Background: an optimization exercise with open tools, aiming at small area. Do not read the settings as production practice. Function was checked by simulation only, so behaviour that the tests miss may differ from the original. Power and IR drop assume default switching activity.

// brain_m
module brain_m(clk, rst, distance, mode, start, E, color, OE, shape);
	input clk, rst, mode, start, E;
	input [6:0] distance;
	output color, OE;
	output [4:0] shape;
	wire [6:0] wnext, dsc_flat, th;
	wire [1:0] acat_flat;
	wire [4:0] dot, rAddr;
	wire colr1, hit;
	wire [19:0] v;
	sensory_neuron s(clk, rst, distance, start, wnext);
	direction_ganglion d(clk, rst, wnext, start, acat_flat, dsc_flat, colr1);
	inter_neuron in(clk, rst, mode, dsc_flat, v);
	memory_neuron m(v, rAddr, hit, th, dot);
	intelligent_stimuli_comparison_unit iscu(clk, rst, E, acat_flat, dsc_flat, mode, hit, th, dot,
		colr1, color, OE, shape, rAddr);
endmodule
Size in the first run: about 310 flip-flops, roughly 12000 um2 of cells after synthesis.
Settings: LEC_CHECK=0, CAP_MARGIN=0, CORE_MARGIN=2, CORE_UTILIZATION=60, CTS_BUF_LIST=sky130_fd_sc_hd__clkbuf_2 sky130_fd_sc_hd__clkbuf_4 sky130_fd_sc_hd__clkbuf_8, CTS_CLUSTER_DIAMETER=60, CTS_CLUSTER_SIZE=20, PLACE_DENSITY=0.7, SLEW_MARGIN=0; clock period 10.0 ns.
standard.sh (not shown) runs the stock make flow with config.mk's settings and CLKGATE_MAP_FILE= SYNTH_SCRIPT=/design/flow/synth_recipe.tcl, a recipe that flattens the netlist after the stock synthesis.
==> flow/flow/run.sh <==
#!/bin/bash
# Layout flow: the standard flow (standard.sh) with two changes.
# 1. Synthesis is the standard flow's synthesis script with the ABC step given an
#    area-oriented script (flow/area.abc) and without the adder-cell mapping.
#    Registers, their names and their cell types are those of the standard
#    synthesis; only the combinational mapping differs.
# 2. Ports are buffered with sky130_fd_sc_hd__buf_1.
# 3. Clock tree synthesis does not add dummy clock loads.
# Each tool's full output stays in the ORFS logs folder (orfs/logs/...); the
# make output of each step is written to a log file here.
set -euo pipefail
HERE=$(pwd)
MAKECMD=$(grep '^make ' standard.sh)
MAKECMD=$(echo "$MAKECMD" | sed -E "s#SYNTH_SCRIPT=[^ ]+#SYNTH_SCRIPT=$HERE/flow/area_synth.tcl ADDER_MAP_FILE=#; s#\"\\\$\{@:-finish\}\"#synth#")
echo "$MAKECMD" > synth_cmd.log
export MY_ABC_SCRIPT=$HERE/flow/area.abc
eval "$MAKECMD" > synth_make.log 2>&1
export BUFFER_PORTS_ARGS="-buffer_cell sky130_fd_sc_hd__buf_1"
export CTS_ARGS="-sink_clustering_enable -repair_clock_nets -sink_clustering_size 16 -sink_clustering_max_diameter 45 -buf_list {sky130_fd_sc_hd__clkbuf_4 sky130_fd_sc_hd__clkbuf_8} -dont_use_dummy_load"
bash standard.sh > standard_make.log 2>&1
==> flow/flow/area.abc <==
strash
ifraig
dc2
dc2
dch -f
amap
strash
ifraig
dc2
dc2
dch -f
amap
topo
stime -c
==> flow/flow/area_synth.tcl <==
proc synth {args} { yosys synth -nofsm -noshare {*}$args }
proc abc {args} {
  set i [lsearch -exact $args -script]
  if {$i >= 0} { lset args [expr {$i + 1}] $::env(MY_ABC_SCRIPT) }
  yosys abc {*}$args
}
source $::env(SCRIPTS_DIR)/synth.tcl
# left out here: clear keep_hierarchy, flatten, clean up, hide names made inside functions, write 1_2_yosys.v
==> next run, changes <==
--- a/flow/flow/run.sh
+++ b/flow/flow/run.sh
@@ -18,3 +18,3 @@
 export BUFFER_PORTS_ARGS="-buffer_cell sky130_fd_sc_hd__buf_1"
-export CTS_ARGS="-sink_clustering_enable -repair_clock_nets -sink_clustering_size 16 -sink_clustering_max_diameter 45 -buf_list {sky130_fd_sc_hd__clkbuf_4 sky130_fd_sc_hd__clkbuf_8} -dont_use_dummy_load"
+export CTS_ARGS="-sink_clustering_enable -repair_clock_nets -sink_clustering_size 7 -sink_clustering_max_diameter 30 -buf_list {sky130_fd_sc_hd__clkbuf_2 sky130_fd_sc_hd__clkbuf_4} -dont_use_dummy_load"
 bash standard.sh > standard_make.log 2>&1
Outcome: Critical path depth stays the same; maximum frequency rose by 1.3%; design area goes down by 0.39%; total power falls by 1.9%.
==> next run, changes <==
--- a/flow/flow/run.sh
+++ b/flow/flow/run.sh
@@ -3,3 +3,4 @@
 # 1. Synthesis is the standard flow's synthesis script with the ABC step given an
-#    area-oriented script (flow/area.abc) and without the adder-cell mapping.
+#    area-oriented script (flow/area.abc, which includes a 60-second
+#    &deepsyn search) and without the adder-cell mapping.
 #    Registers, their names and their cell types are those of the standard
@@ -18,3 +19,3 @@
 export BUFFER_PORTS_ARGS="-buffer_cell sky130_fd_sc_hd__buf_1"
-export CTS_ARGS="-sink_clustering_enable -repair_clock_nets -sink_clustering_size 7 -sink_clustering_max_diameter 30 -buf_list {sky130_fd_sc_hd__clkbuf_2 sky130_fd_sc_hd__clkbuf_4} -dont_use_dummy_load"
+export CTS_ARGS="-sink_clustering_enable -repair_clock_nets -sink_clustering_size 10 -sink_clustering_max_diameter 35 -buf_list {sky130_fd_sc_hd__clkbuf_4} -dont_use_dummy_load"
 bash standard.sh > standard_make.log 2>&1
==> flow/flow/area.abc (replaced) <==
strash
ifraig
dc2
dc2
&get -n
&deepsyn -T 60
&put
dch -f
amap
strash
ifraig
dc2
dc2
dch -f
amap
topo
stime -c
Final area drops by a few percent.
Routed wire length stays flat.
First-iteration DRC count climbs by a few percent.
Total power drops by a few percent.
Combinational power stays flat.
Hold slack got worse by 24 ps.
Fmax drops by a few percent.
Final cell count drops by a few percent.
==> next run, changes <==
--- a/flow/flow/run.sh
+++ b/flow/flow/run.sh
@@ -3,4 +3,3 @@
 # 1. Synthesis is the standard flow's synthesis script with the ABC step given an
-#    area-oriented script (flow/area.abc, which includes a 60-second
-#    &deepsyn search) and without the adder-cell mapping.
+#    area-oriented script (flow/area.abc) and without the adder-cell mapping.
 #    Registers, their names and their cell types are those of the standard
==> flow/flow/area.abc (replaced) <==
strash
ifraig
dc2
dc2
dch -f
amap
strash
ifraig
dc2
dc2
dch -f
amap
topo
stime -c
Worst setup slack improved by 350 ps.
Wire length drops slightly.
Critical path depth fell by 2.
Total power came out lower slightly.
First-iteration DRC count came out higher by a few percent.
Die area went up slightly.
Fmax climbs by a few percent.
Synthesized cell count came out higher by a few percent.

what the ideal ports hide:
The results above use ideal ports. As a check the final layouts listed here were re-extracted and re-timed, cells and wires unchanged.
Step 1: set_driving_cell puts a clkbuf_16 on clk and a buf_2 on each other input, an assumption about the parent block.
Step 2 times the ports against the registers' clock, not the clock port: input delays grow and output delays shrink by t, the midpoint of the rising clock arrivals with the driver on.
a / b / c = no drivers / after step 1 / after step 2; a / b = the first two.
| run | shift t [ns] | slack for setup (ns) | worst slew at a driven data input, ns |
|---|---|---|---|
| the first run | 0.556 | 3.532 / 3.550 / 2.994 | 0.03 |
| the second run | 0.700 | 3.616 / 3.635 / 2.936 | 0.04 |
| the third run | 0.678 | 3.251 / 3.268 / 2.590 | 0.03 |
| the fourth run | 0.672 | 3.604 / 3.625 / 2.953 | 0.04 |
After both steps every run listed still meets setup and hold. For the second run, which loses most, drivers alone change the setup slack by +0.019 ns; drivers and shift together by -0.680 ns.
